This is an optimization exercise on Yosys and OpenROAD, whose aim is small area, not a production implementation. Only simulation tests tie the RTL to the original design; equivalence was not proved. No driver is modelled on the clock port, so clocking that relies on it looks cheaper here than on a real chip.

$ cat flow/run.sh
#!/bin/bash
# The standard layout, with two changes: clock tree synthesis adds no dummy
# loads, and the port buffers are the smallest buffer.
set -euo pipefail
export CTS_ARGS="-sink_clustering_enable -repair_clock_nets -sink_clustering_size 33 -sink_clustering_max_diameter 100 -dont_use_dummy_load"
export BUFFER_PORTS_ARGS="-buffer_cell sky130_fd_sc_hd__buf_1"
bash ./standard.sh > standard.log 2>&1
$ cat standard.sh
#!/bin/bash
# synth_recipe.tcl (not shown) runs the flow's synth.tcl, then flattens the netlist and writes it again
# the make line also repeats each setting of config.mk as NAME=value (left out here)
make -C /OpenROAD-flow-scripts/flow DESIGN_CONFIG=/design/flow/config.mk WORK_HOME=/design/flow/orfs CLKGATE_MAP_FILE= SYNTH_SCRIPT=/design/flow/synth_recipe.tcl "${@:-finish}"
$ cat config.mk
export PLATFORM = sky130hd
export DESIGN_NAME = layer_1
export DESIGN_NICKNAME = layer_1
export VERILOG_FILES = /design/flow/design.v
export SDC_FILE = /design/flow/constraint.sdc
export NUM_CORES = 4
export LEC_CHECK = 0
export CAP_MARGIN = 20
export CORE_MARGIN = 2
export CORE_UTILIZATION = 40
export CTS_CLUSTER_DIAMETER = 100
export CTS_CLUSTER_SIZE = 30
export SLEW_MARGIN = 20
export SYNTH_HIERARCHICAL = 1
export SYNTH_MINIMUM_KEEP_SIZE = 0
$ cat constraint.sdc
create_clock -name core_clock -period 12.0 [get_ports {clk}]
set_input_delay 2.4000 -clock core_clock [delete_from_list [all_inputs] [get_ports {clk}]]
set_output_delay 2.4000 -clock core_clock [all_outputs]
set_load 0.01 [all_outputs]
$ cat design.v
module layer_1(
  input clk,
  input reset,
  input in_valid,
  input [7:0] pxl_in,
  output [8:0] pool_out,
  output out_valid
);
  reg [7:0] pd;
  reg ivd;
  always @(posedge clk) begin
    pd <= pxl_in;
    ivd <= in_valid;
  end
  reg [1023:0] ch;
  always @(posedge clk)
    if (ivd) ch <= {ch[1015:0], pd};
  reg [4:0] row, col;
  always @(posedge clk or posedge reset)
    if (reset) begin
      row <= 5'd0; col <= 5'd0;
    end else if (in_valid) begin
      col <= col + 5'd1;
      if (col == 5'd31) row <= row + 5'd1;
    end
  reg v0, v1, vo;
  reg xo0, yo0, xo1, yo1;
  always @(posedge clk or posedge reset)
    if (reset) begin
      v0 <= 1'b0; v1 <= 1'b0; vo <= 1'b0;
    end else begin
      v0 <= in_valid && row >= 5'd4 && col >= 5'd4;
      v1 <= v0;
      vo <= v1 && xo1 && yo1;
    end
  always @(posedge clk) begin
    xo0 <= col[0]; yo0 <= row[0];
    xo1 <= xo0; yo1 <= yo0;
  end
  reg [14:0] a1;
  reg [16:0] a2, a3;
  reg [17:0] a4;
  reg [3:0] nzh;
  wire nz_col = (|ch[1023:1016]) | (|ch[767:760]) | (|ch[511:504]) | (|ch[255:248]) | (|pd[7:0]);
  wire nz = (|nzh) | (|ch[767:760]) | (|ch[511:504]) | (|ch[255:248]);
  wire n1 = ch[1016] ^ ch[760];
  wire n2 = ch[1016] & ch[760];
  wire n3s, n3c;
  fadd un3 (ch[1017], ch[761], n2, n3s, n3c);
  wire n4s, n4c;
  fadd un4 (ch[1018], ch[762], n3c, n4s, n4c);
  wire n5s, n5c;
  fadd un5 (ch[1019], ch[763], n4c, n5s, n5c);
  wire n6s, n6c;
  fadd un6 (ch[1020], ch[764], n5c, n6s, n6c);
  wire n7s, n7c;
  fadd un7 (ch[1021], ch[765], n6c, n7s, n7c);
  wire n8s, n8c;
  fadd un8 (ch[1022], ch[766], n7c, n8s, n8c);
  wire n9s, n9c;
  fadd un9 (ch[1023], ch[767], n8c, n9s, n9c);
  wire n10 = ch[504] ^ ch[248];
  wire n11 = ch[504] & ch[248];
  wire n12s, n12c;
  fadd un12 (ch[505], ch[249], pd[1], n12s, n12c);
  wire n13s, n13c;
  fadd un13 (ch[506], ch[250], pd[2], n13s, n13c);
  wire n14s, n14c;
  fadd un14 (ch[507], ch[251], pd[3], n14s, n14c);
  wire n15s, n15c;
  fadd un15 (ch[508], ch[252], pd[4], n15s, n15c);
  wire n16s, n16c;
  fadd un16 (ch[509], ch[253], pd[5], n16s, n16c);
  wire n17s, n17c;
  fadd un17 (ch[510], ch[254], pd[6], n17s, n17c);
  wire n18s, n18c;
  fadd un18 (ch[511], ch[255], pd[7], n18s, n18c);
  wire n19 = n10 ^ pd[0];
  wire n20 = n10 & pd[0];
  wire n21s, n21c;
  fadd un21 (n11, n12s, n20, n21s, n21c);
  wire n22s, n22c;
  fadd un22 (n12c, n13s, n21c, n22s, n22c);
  wire n23s, n23c;
  fadd un23 (n13c, n14s, n22c, n23s, n23c);
  wire n24s, n24c;
  fadd un24 (n14c, n15s, n23c, n24s, n24c);
  wire n25s, n25c;
  fadd un25 (n15c, n16s, n24c, n25s, n25c);
  wire n26s, n26c;
  fadd un26 (n16c, n17s, n25c, n26s, n26c);
  wire n27s, n27c;
  fadd un27 (n17c, n18s, n26c, n27s, n27c);
  wire n28 = n18c ^ n27c;
  wire n29 = n18c & n27c;
  wire n30 = ~ch[504];
  wire n31 = ~ch[505];
  wire n32 = ~ch[506];
  wire n33 = ~ch[507];
  wire n34 = ~ch[508];
  wire n35 = ~ch[509];
  wire n36 = ~ch[510];
  wire n37 = ~ch[511];
  wire n38 = pd[1] ^ n31;
  wire n39 = pd[1] & n31;
  wire n40 = pd[2] ^ n32;
  wire n41 = pd[2] & n32;
  wire n42 = pd[3] ^ n33;
  wire n43 = pd[3] & n33;
  wire n44 = pd[4] ^ n34;
  wire n45 = pd[4] & n34;
  wire n46 = pd[5] ^ n35;
  wire n47 = pd[5] & n35;
  wire n48 = pd[6] ^ n36;
  wire n49 = pd[6] & n36;
  wire n50 = pd[7] ^ n37;
  wire n51 = pd[7] & n37;
  wire n52 = ~(pd[0] ^ n30);
  wire n53 = ~pd[0] & n30;
  wire n54s, n54c;
  fadd un54 (pd[0], n38, n53, n54s, n54c);
  wire n55s, n55c;
  fadd un55 (n39, n40, n54c, n55s, n55c);
  wire n56s, n56c;
  fadd un56 (n41, n42, n55c, n56s, n56c);
  wire n57s, n57c;
  fadd un57 (n43, n44, n56c, n57s, n57c);
  wire n58s, n58c;
  fadd un58 (n45, n46, n57c, n58s, n58c);
  wire n59s, n59c;
  fadd un59 (n47, n48, n58c, n59s, n59c);
  wire n60s, n60c;
  fadd un60 (n49, n50, n59c, n60s, n60c);
  wire n61 = n51 ^ n60c;
  wire n62 = ~ch[760];
  wire n63 = ~ch[761];
  wire n64 = ~ch[762];
  wire n65 = ~ch[763];
  wire n66 = ~ch[764];
  wire n67 = ~ch[765];
  wire n68 = ~ch[766];
  wire n69 = ~ch[767];
  wire n70 = ch[1021] ^ ch[1019];
  wire n71 = ch[1021] & ch[1019];
  wire n72s, n72c;
  fadd un72 (ch[1022], ch[1020], n67, n72s, n72c);
  wire n73s, n73c;
  fadd un73 (ch[1023], ch[1021], n68, n73s, n73c);
  wire n74s, n74c;
  fadd un74 (ch[1022], n69, ch[763], n74s, n74c);
  wire n75s, n75c;
  fadd un75 (ch[1018], ch[1016], n63, n75s, n75c);
  wire n76s, n76c;
  fadd un76 (ch[1019], ch[1017], n64, n76s, n76c);
  wire n77 = n19 ^ n57s;
  wire n78 = n19 & n57s;
  wire n79s, n79c;
  fadd un79 (ch[1020], ch[1018], n65, n79s, n79c);
  wire n80s, n80c;
  fadd un80 (n21s, n58s, n56s, n80s, n80c);
  wire n81s, n81c;
  fadd un81 (n70, n66, ch[760], n81s, n81c);
  wire n82s, n82c;
  fadd un82 (n22s, n59s, n57s, n82s, n82c);
  wire n83s, n83c;
  fadd un83 (n71, n72s, ch[761], n83s, n83c);
  wire n84s, n84c;
  fadd un84 (n23s, n60s, n58s, n84s, n84c);
  wire n85s, n85c;
  fadd un85 (n72c, n73s, n24s, n85s, n85c);
  wire n86s, n86c;
  fadd un86 (n59s, n61, ~ch[762], n86s, n86c);
  wire n87s, n87c;
  fadd un87 (n73c, ch[762], n74s, n87s, n87c);
  wire n88 = ~(n25s ^ n60s);
  wire n89 = n25s | n60s;
  wire n90s, n90c;
  fadd un90 (n74c, ch[1023], ch[764], n90s, n90c);
  wire n91 = ~(n26s ^ n61);
  wire n92 = n26s | n61;
  wire n93 = n62 ^ n55s;
  wire n94 = n62 & n55s;
  wire n95s, n95c;
  fadd un95 (ch[1017], n75s, n56s, n95s, n95c);
  wire n96s, n96c;
  fadd un96 (n75c, n76s, n77, n96s, n96c);
  wire n97s, n97c;
  fadd un97 (n76c, n78, n79s, n97s, n97c);
  wire n98s, n98c;
  fadd un98 (n79c, n80c, n81s, n98s, n98c);
  wire n99s, n99c;
  fadd un99 (n81c, n82c, n83s, n99s, n99c);
  wire n100s, n100c;
  fadd un100 (n83c, n84c, n85s, n100s, n100c);
  wire n101s, n101c;
  fadd un101 (n85c, n86c, n87s, n101s, n101c);
  wire n102s, n102c;
  fadd un102 (n87c, n89, n90s, n102s, n102c);
  wire n103s, n103c;
  fadd un103 (n90c, n92, ch[765], n103s, n103c);
  wire n104 = n93 ^ n52;
  wire n105 = n93 & n52;
  wire n106s, n106c;
  fadd un106 (n94, n95s, n54s, n106s, n106c);
  wire n107s, n107c;
  fadd un107 (n95c, n96s, n55s, n107s, n107c);
  wire n108s, n108c;
  fadd un108 (n96c, n97s, n80s, n108s, n108c);
  wire n109s, n109c;
  fadd un109 (n97c, n98s, n82s, n109s, n109c);
  wire n110s, n110c;
  fadd un110 (n98c, n99s, n84s, n110s, n110c);
  wire n111s, n111c;
  fadd un111 (n99c, n100s, n86s, n111s, n111c);
  wire n112s, n112c;
  fadd un112 (n100c, n101s, n88, n112s, n112c);
  wire n113s, n113c;
  fadd un113 (n101c, n102s, n91, n113s, n113c);
  wire n114s, n114c;
  fadd un114 (n102c, n103s, n27s, n114s, n114c);
  wire n115s, n115c;
  fadd un115 (n103c, n28, ~ch[766], n115s, n115c);
  wire n116s, n116c;
  fadd un116 (ch[766], n29, ~ch[767], n116s, n116c);
  wire n117 = ch[1016] ^ n54s;
  wire n118 = ch[1016] & n54s;
  wire n119s, n119c;
  fadd un119 (n104, ~ch[1017], n118, n119s, n119c);
  wire n120s, n120c;
  fadd un120 (n105, n106s, n119c, n120s, n120c);
  wire n121s, n121c;
  fadd un121 (n106c, n107s, n120c, n121s, n121c);
  wire n122s, n122c;
  fadd un122 (n107c, n108s, n121c, n122s, n122c);
  wire n123s, n123c;
  fadd un123 (n108c, n109s, n122c, n123s, n123c);
  wire n124s, n124c;
  fadd un124 (n109c, n110s, n123c, n124s, n124c);
  wire n125s, n125c;
  fadd un125 (n110c, n111s, n124c, n125s, n125c);
  wire n126s, n126c;
  fadd un126 (n111c, n112s, n125c, n126s, n126c);
  wire n127s, n127c;
  fadd un127 (n112c, n113s, n126c, n127s, n127c);
  wire n128s, n128c;
  fadd un128 (n113c, n114s, n127c, n128s, n128c);
  wire n129s, n129c;
  fadd un129 (n114c, n115s, n128c, n129s, n129c);
  wire n130s, n130c;
  fadd un130 (n115c, n116s, n129c, n130s, n130c);
  wire n131 = n116c ^ ch[767] ^ n130c;
  wire [14:0] base = {n131, n130s, n129s, n128s, n127s, n126s, n125s, n124s, n123s, n122s, n121s, n120s, n119s, n117, n52};
  wire n132 = n4s ^ n1;
  wire n133 = n4s & n1;
  wire n134s, n134c;
  fadd un134 (n5s, n3s, n24s, n134s, n134c);
  wire n135s, n135c;
  fadd un135 (n6s, n4s, n25s, n135s, n135c);
  wire n136s, n136c;
  fadd un136 (n7s, n5s, n26s, n136s, n136c);
  wire n137s, n137c;
  fadd un137 (n8s, n6s, n27s, n137s, n137c);
  wire n138s, n138c;
  fadd un138 (n9s, n7s, n28, n138s, n138c);
  wire n139s, n139c;
  fadd un139 (n9c, n8s, n29, n139s, n139c);
  wire n140 = n1 ^ n21s;
  wire n141 = n1 & n21s;
  wire n142s, n142c;
  fadd un142 (n3s, n22s, n141, n142s, n142c);
  wire n143s, n143c;
  fadd un143 (n132, n23s, n142c, n143s, n143c);
  wire n144s, n144c;
  fadd un144 (n133, n134s, n143c, n144s, n144c);
  wire n145s, n145c;
  fadd un145 (n134c, n135s, n144c, n145s, n145c);
  wire n146s, n146c;
  fadd un146 (n135c, n136s, n145c, n146s, n146c);
  wire n147s, n147c;
  fadd un147 (n136c, n137s, n146c, n147s, n147c);
  wire n148s, n148c;
  fadd un148 (n137c, n138s, n147c, n148s, n148c);
  wire n149s, n149c;
  fadd un149 (n138c, n139s, n148c, n149s, n149c);
  wire n150s, n150c;
  fadd un150 (n139c, n9s, n149c, n150s, n150c);
  wire n151 = n9c ^ n150c;
  wire n152 = n9c & n150c;
  wire [12:0] dsum = {n152, n151, n150s, n149s, n148s, n147s, n146s, n145s, n144s, n143s, n142s, n140, n19};
  wire n153 = dsum[1] ^ dsum[0];
  wire n154 = dsum[1] & dsum[0];
  wire n155s, n155c;
  fadd un155 (dsum[2], dsum[1], n154, n155s, n155c);
  wire n156s, n156c;
  fadd un156 (dsum[3], dsum[2], n155c, n156s, n156c);
  wire n157s, n157c;
  fadd un157 (dsum[4], dsum[3], n156c, n157s, n157c);
  wire n158s, n158c;
  fadd un158 (dsum[5], dsum[4], n157c, n158s, n158c);
  wire n159s, n159c;
  fadd un159 (dsum[6], dsum[5], n158c, n159s, n159c);
  wire n160s, n160c;
  fadd un160 (dsum[7], dsum[6], n159c, n160s, n160c);
  wire n161s, n161c;
  fadd un161 (dsum[8], dsum[7], n160c, n161s, n161c);
  wire n162s, n162c;
  fadd un162 (dsum[9], dsum[8], n161c, n162s, n162c);
  wire n163s, n163c;
  fadd un163 (dsum[10], dsum[9], n162c, n163s, n163c);
  wire n164s, n164c;
  fadd un164 (dsum[11], dsum[10], n163c, n164s, n164c);
  wire n165s, n165c;
  fadd un165 (dsum[12], dsum[11], n164c, n165s, n165c);
  wire n166 = dsum[12] ^ n165c;
  wire n167 = dsum[12] & n165c;
  wire [14:0] d3 = {n167, n166, n165s, n164s, n163s, n162s, n161s, n160s, n159s, n158s, n157s, n156s, n155s, n153, dsum[0]};
  wire n168 = a1[0] ^ base[0];
  wire n169 = a1[0] & base[0];
  wire n170s, n170c;
  fadd un170 (a1[1], base[1], dsum[1], n170s, n170c);
  wire n171s, n171c;
  fadd un171 (a1[2], base[2], dsum[2], n171s, n171c);
  wire n172s, n172c;
  fadd un172 (a1[3], base[3], dsum[3], n172s, n172c);
  wire n173s, n173c;
  fadd un173 (a1[4], base[4], dsum[4], n173s, n173c);
  wire n174s, n174c;
  fadd un174 (a1[5], base[5], dsum[5], n174s, n174c);
  wire n175s, n175c;
  fadd un175 (a1[6], base[6], dsum[6], n175s, n175c);
  wire n176s, n176c;
  fadd un176 (a1[7], base[7], dsum[7], n176s, n176c);
  wire n177s, n177c;
  fadd un177 (a1[8], base[8], dsum[8], n177s, n177c);
  wire n178s, n178c;
  fadd un178 (a1[9], base[9], dsum[9], n178s, n178c);
  wire n179s, n179c;
  fadd un179 (a1[10], base[10], dsum[10], n179s, n179c);
  wire n180s, n180c;
  fadd un180 (a1[11], base[11], dsum[11], n180s, n180c);
  wire n181s, n181c;
  fadd un181 (a1[12], base[12], dsum[12], n181s, n181c);
  wire n182 = a1[13] ^ base[13];
  wire n183 = a1[13] & base[13];
  wire n184 = a1[14] ^ base[14];
  wire n185 = ~(a1[14] | base[14]);
  wire n186 = n168 ^ dsum[0];
  wire n187 = n168 & dsum[0];
  wire n188s, n188c;
  fadd un188 (n169, n170s, n187, n188s, n188c);
  wire n189s, n189c;
  fadd un189 (n170c, n171s, n188c, n189s, n189c);
  wire n190s, n190c;
  fadd un190 (n171c, n172s, n189c, n190s, n190c);
  wire n191s, n191c;
  fadd un191 (n172c, n173s, n190c, n191s, n191c);
  wire n192s, n192c;
  fadd un192 (n173c, n174s, n191c, n192s, n192c);
  wire n193s, n193c;
  fadd un193 (n174c, n175s, n192c, n193s, n193c);
  wire n194s, n194c;
  fadd un194 (n175c, n176s, n193c, n194s, n194c);
  wire n195s, n195c;
  fadd un195 (n176c, n177s, n194c, n195s, n195c);
  wire n196s, n196c;
  fadd un196 (n177c, n178s, n195c, n196s, n196c);
  wire n197s, n197c;
  fadd un197 (n178c, n179s, n196c, n197s, n197c);
  wire n198s, n198c;
  fadd un198 (n179c, n180s, n197c, n198s, n198c);
  wire n199s, n199c;
  fadd un199 (n180c, n181s, n198c, n199s, n199c);
  wire n200s, n200c;
  fadd un200 (n181c, n182, n199c, n200s, n200c);
  wire n201s, n201c;
  fadd un201 (n183, n184, n200c, n201s, n201c);
  wire n202 = n185 ^ n201c;
  wire n203 = n185 & n201c;
  wire n204 = a2[1] ^ base[1];
  wire n205 = a2[1] & base[1];
  wire n206s, n206c;
  fadd un206 (a2[2], base[2], dsum[1], n206s, n206c);
  wire n207s, n207c;
  fadd un207 (a2[3], base[3], dsum[2], n207s, n207c);
  wire n208s, n208c;
  fadd un208 (a2[4], base[4], dsum[3], n208s, n208c);
  wire n209s, n209c;
  fadd un209 (a2[5], base[5], dsum[4], n209s, n209c);
  wire n210s, n210c;
  fadd un210 (a2[6], base[6], dsum[5], n210s, n210c);
  wire n211s, n211c;
  fadd un211 (a2[7], base[7], dsum[6], n211s, n211c);
  wire n212s, n212c;
  fadd un212 (a2[8], base[8], dsum[7], n212s, n212c);
  wire n213s, n213c;
  fadd un213 (a2[9], base[9], dsum[8], n213s, n213c);
  wire n214s, n214c;
  fadd un214 (a2[10], base[10], dsum[9], n214s, n214c);
  wire n215s, n215c;
  fadd un215 (a2[11], base[11], dsum[10], n215s, n215c);
  wire n216s, n216c;
  fadd un216 (a2[12], base[12], dsum[11], n216s, n216c);
  wire n217s, n217c;
  fadd un217 (a2[13], base[13], dsum[12], n217s, n217c);
  wire n218 = ~(a2[14] ^ base[14]);
  wire n219 = a2[14] & ~base[14];
  wire n220 = a2[0] ^ base[0];
  wire n221 = a2[0] & base[0];
  wire n222s, n222c;
  fadd un222 (n204, dsum[0], n221, n222s, n222c);
  wire n223s, n223c;
  fadd un223 (n205, n206s, n222c, n223s, n223c);
  wire n224s, n224c;
  fadd un224 (n206c, n207s, n223c, n224s, n224c);
  wire n225s, n225c;
  fadd un225 (n207c, n208s, n224c, n225s, n225c);
  wire n226s, n226c;
  fadd un226 (n208c, n209s, n225c, n226s, n226c);
  wire n227s, n227c;
  fadd un227 (n209c, n210s, n226c, n227s, n227c);
  wire n228s, n228c;
  fadd un228 (n210c, n211s, n227c, n228s, n228c);
  wire n229s, n229c;
  fadd un229 (n211c, n212s, n228c, n229s, n229c);
  wire n230s, n230c;
  fadd un230 (n212c, n213s, n229c, n230s, n230c);
  wire n231s, n231c;
  fadd un231 (n213c, n214s, n230c, n231s, n231c);
  wire n232s, n232c;
  fadd un232 (n214c, n215s, n231c, n232s, n232c);
  wire n233s, n233c;
  fadd un233 (n215c, n216s, n232c, n233s, n233c);
  wire n234s, n234c;
  fadd un234 (n216c, n217s, n233c, n234s, n234c);
  wire n235s, n235c;
  fadd un235 (n217c, n218, n234c, n235s, n235c);
  wire n236s, n236c;
  fadd un236 (n219, a2[15], n235c, n236s, n236c);
  wire n237 = a2[16] ^ n236c;
  wire n238 = a3[0] ^ base[0];
  wire n239 = a3[0] & base[0];
  wire n240s, n240c;
  fadd un240 (a3[1], base[1], d3[1], n240s, n240c);
  wire n241s, n241c;
  fadd un241 (a3[2], base[2], d3[2], n241s, n241c);
  wire n242s, n242c;
  fadd un242 (a3[3], base[3], d3[3], n242s, n242c);
  wire n243s, n243c;
  fadd un243 (a3[4], base[4], d3[4], n243s, n243c);
  wire n244s, n244c;
  fadd un244 (a3[5], base[5], d3[5], n244s, n244c);
  wire n245s, n245c;
  fadd un245 (a3[6], base[6], d3[6], n245s, n245c);
  wire n246s, n246c;
  fadd un246 (a3[7], base[7], d3[7], n246s, n246c);
  wire n247s, n247c;
  fadd un247 (a3[8], base[8], d3[8], n247s, n247c);
  wire n248s, n248c;
  fadd un248 (a3[9], base[9], d3[9], n248s, n248c);
  wire n249s, n249c;
  fadd un249 (a3[10], base[10], d3[10], n249s, n249c);
  wire n250s, n250c;
  fadd un250 (a3[11], base[11], d3[11], n250s, n250c);
  wire n251s, n251c;
  fadd un251 (a3[12], base[12], d3[12], n251s, n251c);
  wire n252s, n252c;
  fadd un252 (a3[13], base[13], d3[13], n252s, n252c);
  wire n253s, n253c;
  fadd un253 (a3[14], d3[14], ~base[14], n253s, n253c);
  wire n254 = n238 ^ d3[0];
  wire n255 = n238 & d3[0];
  wire n256s, n256c;
  fadd un256 (n239, n240s, n255, n256s, n256c);
  wire n257s, n257c;
  fadd un257 (n240c, n241s, n256c, n257s, n257c);
  wire n258s, n258c;
  fadd un258 (n241c, n242s, n257c, n258s, n258c);
  wire n259s, n259c;
  fadd un259 (n242c, n243s, n258c, n259s, n259c);
  wire n260s, n260c;
  fadd un260 (n243c, n244s, n259c, n260s, n260c);
  wire n261s, n261c;
  fadd un261 (n244c, n245s, n260c, n261s, n261c);
  wire n262s, n262c;
  fadd un262 (n245c, n246s, n261c, n262s, n262c);
  wire n263s, n263c;
  fadd un263 (n246c, n247s, n262c, n263s, n263c);
  wire n264s, n264c;
  fadd un264 (n247c, n248s, n263c, n264s, n264c);
  wire n265s, n265c;
  fadd un265 (n248c, n249s, n264c, n265s, n265c);
  wire n266s, n266c;
  fadd un266 (n249c, n250s, n265c, n266s, n266c);
  wire n267s, n267c;
  fadd un267 (n250c, n251s, n266c, n267s, n267c);
  wire n268s, n268c;
  fadd un268 (n251c, n252s, n267c, n268s, n268c);
  wire n269s, n269c;
  fadd un269 (n252c, n253s, n268c, n269s, n269c);
  wire n270s, n270c;
  fadd un270 (n253c, a3[15], n269c, n270s, n270c);
  wire n271 = a3[16] ^ n270c;
  wire n272 = a3[16] & n270c;
  wire n273 = a4[5] ^ base[5];
  wire n274 = a4[5] & base[5];
  wire n275s, n275c;
  fadd un275 (a4[6], base[6], dsum[4], n275s, n275c);
  wire n276s, n276c;
  fadd un276 (a4[7], base[7], dsum[5], n276s, n276c);
  wire n277 = n68 ^ n66;
  wire n278 = n68 & n66;
  wire n279s, n279c;
  fadd un279 (a4[8], base[8], dsum[6], n279s, n279c);
  wire n280 = n69 ^ n67;
  wire n281 = n69 & n67;
  wire n282s, n282c;
  fadd un282 (a4[9], base[9], dsum[7], n282s, n282c);
  wire n283s, n283c;
  fadd un283 (a4[10], base[10], dsum[8], n283s, n283c);
  wire n284 = a4[11] ^ base[11];
  wire n285 = a4[11] & base[11];
  wire n286s, n286c;
  fadd un286 (a4[3], base[3], dsum[1], n286s, n286c);
  wire n287s, n287c;
  fadd un287 (base[4], dsum[2], n65, n287s, n287c);
  wire n288 = n63 ^ n62;
  wire n289 = n63 & n62;
  wire n290s, n290c;
  fadd un290 (a4[4], n273, dsum[3], n290s, n290c);
  wire n291s, n291c;
  fadd un291 (n66, n64, n63, n291s, n291c);
  wire n292s, n292c;
  fadd un292 (n274, n275s, n65, n292s, n292c);
  wire n293s, n293c;
  fadd un293 (n64, n62, ~n67, n293s, n293c);
  wire n294s, n294c;
  fadd un294 (n275c, n67, n276s, n294s, n294c);
  wire n295s, n295c;
  fadd un295 (n277, n65, n63, n295s, n295c);
  wire n296s, n296c;
  fadd un296 (n276c, n278, n279s, n296s, n296c);
  wire n297s, n297c;
  fadd un297 (n280, n66, n64, n297s, n297c);
  wire n298s, n298c;
  fadd un298 (n279c, n281, n282s, n298s, n298c);
  wire n299s, n299c;
  fadd un299 (n67, n65, ~n68, n299s, n299c);
  wire n300s, n300c;
  fadd un300 (n282c, n68, n283s, n300s, n300c);
  wire n301s, n301c;
  fadd un301 (n68, n66, ~n69, n301s, n301c);
  wire n302s, n302c;
  fadd un302 (n283c, n69, n284, n302s, n302c);
  wire n303s, n303c;
  fadd un303 (dsum[9], n69, n67, n303s, n303c);
  wire n304s, n304c;
  fadd un304 (n285, a4[12], base[12], n304s, n304c);
  wire n305 = dsum[10] ^ n68;
  wire n306 = dsum[10] & n68;
  wire n307s, n307c;
  fadd un307 (a4[13], base[13], dsum[11], n307s, n307c);
  wire n308 = a4[14] ^ dsum[12];
  wire n309 = a4[14] & dsum[12];
  wire n310 = a4[1] ^ base[1];
  wire n311 = a4[1] & base[1];
  wire n312s, n312c;
  fadd un312 (a4[2], base[2], dsum[0], n312s, n312c);
  wire n313s, n313c;
  fadd un313 (n286s, n64, n62, n313s, n313c);
  wire n314s, n314c;
  fadd un314 (n286c, n287s, n288, n314s, n314c);
  wire n315s, n315c;
  fadd un315 (n287c, n289, n290s, n315s, n315c);
  wire n316s, n316c;
  fadd un316 (n290c, n291c, n292s, n316s, n316c);
  wire n317s, n317c;
  fadd un317 (n292c, n293c, n294s, n317s, n317c);
  wire n318s, n318c;
  fadd un318 (n294c, n295c, n296s, n318s, n318c);
  wire n319s, n319c;
  fadd un319 (n296c, n297c, n298s, n319s, n319c);
  wire n320s, n320c;
  fadd un320 (n298c, n299c, n300s, n320s, n320c);
  wire n321s, n321c;
  fadd un321 (n300c, n301c, n302s, n321s, n321c);
  wire n322s, n322c;
  fadd un322 (n302c, n303c, n304s, n322s, n322c);
  wire n323s, n323c;
  fadd un323 (n304c, n306, n307s, n323s, n323c);
  wire n324s, n324c;
  fadd un324 (n307c, n69, n308, n324s, n324c);
  wire n325 = a4[0] ^ nz;
  wire n326 = ~(a4[0] | nz);
  wire n327s, n327c;
  fadd un327 (a4[0], n310, n62, n327s, n327c);
  wire n328s, n328c;
  fadd un328 (n311, n312s, n63, n328s, n328c);
  wire n329 = ~(n312c ^ n313s);
  wire n330 = n312c | n313s;
  wire n331s, n331c;
  fadd un331 (n313c, n314s, ~a4[4], n331s, n331c);
  wire n332s, n332c;
  fadd un332 (n314c, n315s, n291s, n332s, n332c);
  wire n333s, n333c;
  fadd un333 (n315c, n316s, n293s, n333s, n333c);
  wire n334s, n334c;
  fadd un334 (n316c, n317s, n295s, n334s, n334c);
  wire n335s, n335c;
  fadd un335 (n317c, n318s, n297s, n335s, n335c);
  wire n336s, n336c;
  fadd un336 (n318c, n319s, n299s, n336s, n336c);
  wire n337s, n337c;
  fadd un337 (n319c, n320s, n301s, n337s, n337c);
  wire n338s, n338c;
  fadd un338 (n320c, n321s, n303s, n338s, n338c);
  wire n339s, n339c;
  fadd un339 (n321c, n322s, n305, n339s, n339c);
  wire n340s, n340c;
  fadd un340 (n322c, n323s, ~n69, n340s, n340c);
  wire n341s, n341c;
  fadd un341 (n323c, n324s, ~base[14], n341s, n341c);
  wire n342s, n342c;
  fadd un342 (n324c, a4[15], ~n309, n342s, n342c);
  wire n343 = ~(n309 ^ a4[16]);
  wire n344 = n309 | a4[16];
  wire n345 = n325 ^ base[0];
  wire n346 = n325 & base[0];
  wire n347s, n347c;
  fadd un347 (n326, n327s, n346, n347s, n347c);
  wire n348s, n348c;
  fadd un348 (n327c, n328s, n347c, n348s, n348c);
  wire n349s, n349c;
  fadd un349 (n328c, n329, n348c, n349s, n349c);
  wire n350s, n350c;
  fadd un350 (n330, n331s, n349c, n350s, n350c);
  wire n351s, n351c;
  fadd un351 (n331c, n332s, n350c, n351s, n351c);
  wire n352s, n352c;
  fadd un352 (n332c, n333s, n351c, n352s, n352c);
  wire n353s, n353c;
  fadd un353 (n333c, n334s, n352c, n353s, n353c);
  wire n354s, n354c;
  fadd un354 (n334c, n335s, n353c, n354s, n354c);
  wire n355s, n355c;
  fadd un355 (n335c, n336s, n354c, n355s, n355c);
  wire n356s, n356c;
  fadd un356 (n336c, n337s, n355c, n356s, n356c);
  wire n357s, n357c;
  fadd un357 (n337c, n338s, n356c, n357s, n357c);
  wire n358s, n358c;
  fadd un358 (n338c, n339s, n357c, n358s, n358c);
  wire n359s, n359c;
  fadd un359 (n339c, n340s, n358c, n359s, n359c);
  wire n360s, n360c;
  fadd un360 (n340c, n341s, n359c, n360s, n360c);
  wire n361s, n361c;
  fadd un361 (n341c, n342s, n360c, n361s, n361c);
  wire n362s, n362c;
  fadd un362 (n342c, n343, n361c, n362s, n362c);
  wire n363 = n344 ^ a4[17] ^ n362c;
  wire [14:0] a1_n = {base[14], base[13], base[12], base[11], base[10], base[9], base[8], base[7], base[6], base[5], base[4], base[3], base[2], base[1], base[0]};
  wire [16:0] a2_n = {n203, n202, n201s, n200s, n199s, n198s, n197s, n196s, n195s, n194s, n193s, n192s, n191s, n190s, n189s, n188s, n186};
  wire [16:0] a3_n = {n237, n236s, n235s, n234s, n233s, n232s, n231s, n230s, n229s, n228s, n227s, n226s, n225s, n224s, n223s, n222s, n220};
  wire [17:0] a4_n = {n272, n271, n270s, n269s, n268s, n267s, n266s, n265s, n264s, n263s, n262s, n261s, n260s, n259s, n258s, n257s, n256s, n254};
  wire [17:0] a_sum = {n363, n362s, n361s, n360s, n359s, n358s, n357s, n356s, n355s, n354s, n353s, n352s, n351s, n350s, n349s, n348s, n347s, n345};
  wire n364 = ~a_r[15];
  wire n365 = ~a_r[16];
  wire n366 = ~a_r[12];
  wire n367 = ~a_r[13];
  wire n368 = ~a_r[14];
  wire n369 = ~a_r[10];
  wire n370 = ~a_r[11];
  wire n371 = n364 ^ n366;
  wire n372 = n364 & n366;
  wire n373s, n373c;
  fadd un373 (n365, n367, n370, n373s, n373c);
  wire n374s, n374c;
  fadd un374 (n368, n366, a_r[7], n374s, n374c);
  wire n375 = a_r[4] ^ a_r[2];
  wire n376 = a_r[4] & a_r[2];
  wire n377s, n377c;
  fadd un377 (a_r[17], n367, a_r[8], n377s, n377c);
  wire n378s, n378c;
  fadd un378 (a_r[5], a_r[3], ~n364, n378s, n378c);
  wire n379s, n379c;
  fadd un379 (n364, n368, a_r[9], n379s, n379c);
  wire n380s, n380c;
  fadd un380 (a_r[6], a_r[4], ~n365, n380s, n380c);
  wire n381s, n381c;
  fadd un381 (n365, n364, a_r[10], n381s, n381c);
  wire n382s, n382c;
  fadd un382 (a_r[7], a_r[5], ~a_r[17], n382s, n382c);
  wire n383s, n383c;
  fadd un383 (a_r[17], n365, a_r[11], n383s, n383c);
  wire n384 = a_r[8] ^ a_r[6];
  wire n385 = a_r[8] & a_r[6];
  wire n386s, n386c;
  fadd un386 (a_r[17], a_r[12], a_r[9], n386s, n386c);
  wire n387 = a_r[13] ^ a_r[10];
  wire n388 = a_r[13] & a_r[10];
  wire n389 = n371 ^ n369;
  wire n390 = n371 & n369;
  wire n391s, n391c;
  fadd un391 (n372, n373s, a_r[6], n391s, n391c);
  wire n392s, n392c;
  fadd un392 (n373c, n374s, n375, n392s, n392c);
  wire n393s, n393c;
  fadd un393 (n374c, n376, n377s, n393s, n393c);
  wire n394s, n394c;
  fadd un394 (n377c, n378c, n379s, n394s, n394c);
  wire n395s, n395c;
  fadd un395 (n379c, n380c, n381s, n395s, n395c);
  wire n396s, n396c;
  fadd un396 (n381c, n382c, n383s, n396s, n396c);
  wire n397s, n397c;
  fadd un397 (n383c, n385, n386s, n397s, n397c);
  wire n398s, n398c;
  fadd un398 (n386c, a_r[7], n387, n398s, n398c);
  wire n399s, n399c;
  fadd un399 (n388, a_r[11], a_r[9], n399s, n399c);
  wire n400s, n400c;
  fadd un400 (a_r[14], a_r[12], a_r[10], n400s, n400c);
  wire n401s, n401c;
  fadd un401 (a_r[15], a_r[13], a_r[11], n401s, n401c);
  wire n402s, n402c;
  fadd un402 (a_r[16], a_r[12], ~a_r[14], n402s, n402c);
  wire n403s, n403c;
  fadd un403 (a_r[14], a_r[15], a_r[13], n403s, n403c);
  wire n404 = n389 ^ a_r[5];
  wire n405 = n389 & a_r[5];
  wire n406s, n406c;
  fadd un406 (n390, n391s, a_r[3], n406s, n406c);
  wire n407s, n407c;
  fadd un407 (n391c, n392s, ~a_r[17], n407s, n407c);
  wire n408s, n408c;
  fadd un408 (n392c, n393s, n378s, n408s, n408c);
  wire n409s, n409c;
  fadd un409 (n393c, n394s, n380s, n409s, n409c);
  wire n410s, n410c;
  fadd un410 (n394c, n395s, n382s, n410s, n410c);
  wire n411s, n411c;
  fadd un411 (n395c, n396s, n384, n411s, n411c);
  wire n412s, n412c;
  fadd un412 (n396c, n397s, ~a_r[7], n412s, n412c);
  wire n413s, n413c;
  fadd un413 (n397c, n398s, a_r[8], n413s, n413c);
  wire n414s, n414c;
  fadd un414 (n398c, n399s, ~a_r[14], n414s, n414c);
  wire n415s, n415c;
  fadd un415 (n399c, n400s, ~a_r[15], n415s, n415c);
  wire n416s, n416c;
  fadd un416 (n400c, n401s, ~a_r[16], n416s, n416c);
  wire n417s, n417c;
  fadd un417 (n401c, n402s, ~a_r[17], n417s, n417c);
  wire n418 = ~(n402c ^ n403s);
  wire n419 = n402c | n403s;
  wire n420s, n420c;
  fadd un420 (n403c, a_r[14], ~a_r[16], n420s, n420c);
  wire n421s, n421c;
  fadd un421 (~a_r[16], a_r[15], a_r[17], n421s, n421c);
  wire n422 = n404 ^ a_r[2];
  wire n423 = n404 & a_r[2];
  wire n424s, n424c;
  fadd un424 (n405, n406s, n423, n424s, n424c);
  wire n425s, n425c;
  fadd un425 (n406c, n407s, n424c, n425s, n425c);
  wire n426s, n426c;
  fadd un426 (n407c, n408s, n425c, n426s, n426c);
  wire n427s, n427c;
  fadd un427 (n408c, n409s, n426c, n427s, n427c);
  wire n428s, n428c;
  fadd un428 (n409c, n410s, n427c, n428s, n428c);
  wire n429s, n429c;
  fadd un429 (n410c, n411s, n428c, n429s, n429c);
  wire n430s, n430c;
  fadd un430 (n411c, n412s, n429c, n430s, n430c);
  wire n431s, n431c;
  fadd un431 (n412c, n413s, n430c, n431s, n431c);
  wire n432s, n432c;
  fadd un432 (n413c, n414s, n431c, n432s, n432c);
  wire n433s, n433c;
  fadd un433 (n414c, n415s, n432c, n433s, n433c);
  wire n434s, n434c;
  fadd un434 (n415c, n416s, n433c, n434s, n434c);
  wire n435s, n435c;
  fadd un435 (n416c, n417s, n434c, n435s, n435c);
  wire n436s, n436c;
  fadd un436 (n417c, n418, n435c, n436s, n436c);
  wire n437s, n437c;
  fadd un437 (n419, n420s, n436c, n437s, n437c);
  wire n438 = n420c ^ n421s ^ n437c;
  wire [28:0] prod = {n438, n437s, n436s, n435s, n434s, n433s, n432s, n431s, n430s, n429s, n428s, n427s, n426s, n425s, n424s, n422, 1'b0, 1'b0, 1'b0, 1'b0, 1'b0, 1'b0, 1'b0, 1'b0, 1'b0, 1'b0, 1'b0, 1'b0, 1'b0};
  always @(posedge clk)
    if (ivd) begin
      a1 <= a1_n; a2 <= a2_n; a3 <= a3_n; a4 <= a4_n;
      nzh <= {nzh[2:0], nz_col};
    end
  reg [17:0] a_r;
  always @(posedge clk)
    a_r <= a_sum;
  wire [8:0] c9 = {~prod[28], prod[27], prod[26], prod[25], prod[24], prod[23], prod[22], prod[21], prod[20]};
  reg [7:0] hm;
  reg [111:0] pb;
  wire [7:0] other = xo1 ? hm : (yo1 ? pb[111:104] : 8'd0);
  wire [7:0] res = (c9[8] || c9[7:0] < other) ? other : c9[7:0];
  always @(posedge clk) begin
    if (v1 && !xo1) hm <= res;
    if (v1 && xo1) pb <= {pb[103:0], res};
  end
  assign pool_out = {1'b0, pb[7:0]};
  assign out_valid = vo;
endmodule
module fadd(input a, input b, input c, output s, output co);
  assign s = a ^ b ^ c;
  assign co = (a & b) | (a & c) | (b & c);
endmodule
==> run notes <==
status=timing/DRC/antenna clean; post-synthesis sequential area ratio=between 80 and 90%; DRC violations left=0; number of warnings issued by yosys=7; Clock Tree Buf Depth=3; Hold Violations, Final=0; vias in the first global route=15902; final setup skew=0.108 ns; CTS tree=done; Clk Latency, worst-skew pair=roughly 0.67 ns; clock root buffer=clkbuf_16; CTS Sinks=1257; wirelength, routed=around 58 mm; drt pass-1 iters=4; compound-gate portion of the synthesized area=less than 1%; Core Region=about 0.11 mm^2; fin crit period=11.61 ns; clock slew at reported path FFs=around 0.12 ns; synth top area cells=edfxtp_1 81%, fa_1 13%, ha_1 1.8%, dfxtp_1 1.3%, dfrtp_1 0.72%; H-tree Lvls=2; initial detailed-routing violation count=between 1000 and 1500; max-cap viol count=0; worst min-delay path class=reg2reg; share of cells above drive strength 1=around 4.2%; slew margin rel.=between 30% and 40%; via/cell ratio=between 4 and 5; remaining global-route overflow=0; Initial Utilization=40.2%; Worst Tran Pin Value=1.05 ns; max-slew violation count=0; synthesized instance count=roughly 1800; post-synthesis mux area share=less than 1%; die area=approximately 0.12 mm^2; Num CTS Buffers=47; DIE HEIGHT=approximately 340 um; Arrival @ worst endpoint=between 10 and 15 ns; HPWL Detailed=roughly 35 mm; Setup WS post-layout=about 0.4 ns; die extent in x=roughly 340 um; Final ANT Viol Nets=0; Cell Area, Synth=0.0451 mm^2; Synth top area share=around four fifths; I/O Pins=21; CP Capture Type=flop; Layout Nets=around 2200; #FFs+latches synth=~1300; Wirelength per Cell=between 15 and 20 um; library cells used by synthesis=38; Max Clk Rate=roughly 0.086 GHz; most used cell, CP=fa_1; FP Rows=between 100 and 150; synthesis-to-layout area growth=7.29%; Placer Congestion=~0.77; first-pass GRT wire length=about 93 mm; Req. time, crit path=about 13 ns; largest net degree at the start of global routing=roughly 230; final critical-path share of the clock period=a little over nine tenths; via count=between 15000 and 20000; post-place setup slack=about 0.22 ns; syn_nets=roughly 2200; Setup CP Type=reg2reg; Syn Area/Cell=~25 um^2; simple-gate area share of the yosys netlist=less than 1%; XOR/XNOR Fraction of Synth Area=0.291%; Synth Area in Adders=approximately 15%; PortBufs=19; crit path max fanout=2; crit-path max cell delay=0.58 ns; CP max stage cell=fa_1; final setup fails=0; fillers=between 9000 and 10000; Synth area leader=edfxtp_1; overall global routing resource usage=approximately a tenth; largest family of logic cells by synthesized area=adder cells; crit start category=flop; initial antenna violation count=5
==> cells in the final DEF (no fill, tap or decap), types with 4 or more instances in the layout <==
| master | synthesis | final |
|---|---|---|
| dfxtp_1 | 29 | 27 |
| mux2i_1 | 7 | 7 |
| nand2_1 | 6 | 6 |
| buf_4 | 9 | 15 |
| ha_1 | 65 | 64 |
| nor2_1 | 5 | 5 |
| inv_1 | 62 | 62 |
| xnor2_1 | 11 | 11 |
| fa_1 | 300 | 298 |
| clkbuf_16 | 0 | 47 |
| edfxtp_1 | 1215 | 1215 |
| buf_1 | 0 | 19 |
| a22oi_1 | 6 | 6 |
| nor4_1 | 8 | 8 |
| xor2_1 | 4 | 4 |
| dfrtp_1 | 13 | 13 |
==> sequential cells by signal (all words and copies together) (netlist names), 4 cells and up <==
register,flops
ch,1024
pb,112
a4,18
a2,17
a3,17
a_r,16
a1,15
hm,8
pd,8
col,5
row,5
nzh,4
==> per-module statistics from Yosys (local to each module, per instance) <==
module	times used	flip-flops and latches	cell area (um^2)
fadd	300	0	20.0
layer_1	1	1257	39100
==> routing by layer <==
metal	vias up	wire (um)	GRT usage, %
met5	-	12	0
met4	2	1110	2.73
met3	66	1750	1.54
met2	120	25600	14.5
met1	8220	29300	16.4
li1	6804	-	-
==> what timing repair did <==
action / CTS / global route
hold buffers: 0 / 0
buffers inserted: 0 / 1
setup endpoints to repair: 0 / 1
resized for setup: 0 / 4
==> final cells by class <==
cell class,instances,area (um^2),share of cell area [%]
Timing Repair Buffer,39,283,0.584
Inverter,62,233,0.481
Multi-Input combinational cell,449,7450,15.4
Tap cell,1500,1880,3.88
Clock buffer,47,1180,2.43
Sequential cell,1257,37400,77.2
Antenna cell,1,2.50,0.00517
==> cell usage after synthesis (all sizes together) <==
master / n
o211ai: 1
buf: 9
clkbuf: 2
ha: 65
or4: 1
nor3: 3
a22oi: 6
edfxtp: 1215
nand3: 3
dfxtp: 29
a41o: 1
a221oi: 1
inv: 62
conb: 1
and2: 3
a21oi: 2
nor4b: 1
fa: 300
a31oi: 1
nand4: 3
and3b: 1
nand2: 6
o31ai: 1
nor4: 8
mux2: 3
mux2i: 7
o21ai: 3
a211oi: 1
a21o: 1
xnor2: 11
or3: 1
nor2b: 2
dfrtp: 13
and3: 3
xor2: 4
nor2: 5
==> worst max-delay path: cells and delay by family, from the launching register on <==
kind                     cells  cell delay (ns)
XOR/XNOR                     2             0.30
adder cells (fa/ha/maj)     26            10.72
buffers and inverters        1             0.07
flip-flops                   1             0.41
==> stage by stage <==
stage / setup TNS [ns] / instances / area, um^2 / hold WS, ns / util (%)
6_report: 0 / 3355 / 48400 / 0.340 / 43.2
5_1_grt: -0.0262 / 3354 / 48400 / 0.350 / 43.1
4_1_cts: 0 / 3352 / 48400 / 0.343 / 43.1
3_5_place_dp: 0 / 3305 / 47200 / 0.315 / 42.1
3_3_place_gp: 0 / 3305 / 47200 / 0.315 / 42.1
2_1_floorplan: 0 / 1779 / 45100 / 0.310 / -
==> worst paths after layout <==
check,depth (start not counted),slack [ns],startpoint,endpoint
setup / recovery,29,0.39,ch[505]$_DFFE_PP_,a_r[17]$_DFF_P_
hold / removal,0,0.34,yo0$_DFF_P_,yo1$_DFF_P_
setup reg to reg,29,0.39,ch[505]$_DFFE_PP_,a_r[17]$_DFF_P_
hold reg to reg,0,0.34,yo0$_DFF_P_,yo1$_DFF_P_
max in group asynchronous,2,9.83,reset,col[1]$_DFFE_PP0P_
min in group asynchronous,2,1.80,reset,v0$_DFF_PP0_
==> logic make-up after synthesis <==
group,after synthesis
flip-flops,1257
adder cells (fa/ha/maj),365
buffers and inverters,73
AND/OR/NAND/NOR,40
AO/OA/AOI/OAI,18
XOR/XNOR,15
multiplexers,10
other,1

## port drivers added, routing unchanged
How much do the figures lean on ideal ports? The routed layout below was timed once more, with nothing changed but the port constraints. Step 1 (the two cells are an assumption about what drives the block):
set clk [get_ports {clk}]
set_driving_cell -lib_cell sky130_fd_sc_hd__clkbuf_16 $clk
set_driving_cell -lib_cell sky130_fd_sc_hd__buf_2 [delete_from_list [all_inputs] $clk]
Step 2 also shifts input and output timing later by t, the mid clock arrival at the registers, as if the neighbouring blocks saw the same clock. Slacks: no drivers / after step 1 / after step 2; pairs: no drivers / after step 1.
t, ns: 0.679
setup slack, ns: 0.389 / 0.389 / 0.389
hold WS [ns]: 0.340 / 0.340 / 0.340
worst register clock-pin slew, ns: 0.12 / 0.12
cell pins on the clock port's net: 1
After both steps this run still meets setup and hold. The setup slack of this run moves by 0.000 ns with the drivers and by 0.000 ns with both steps.
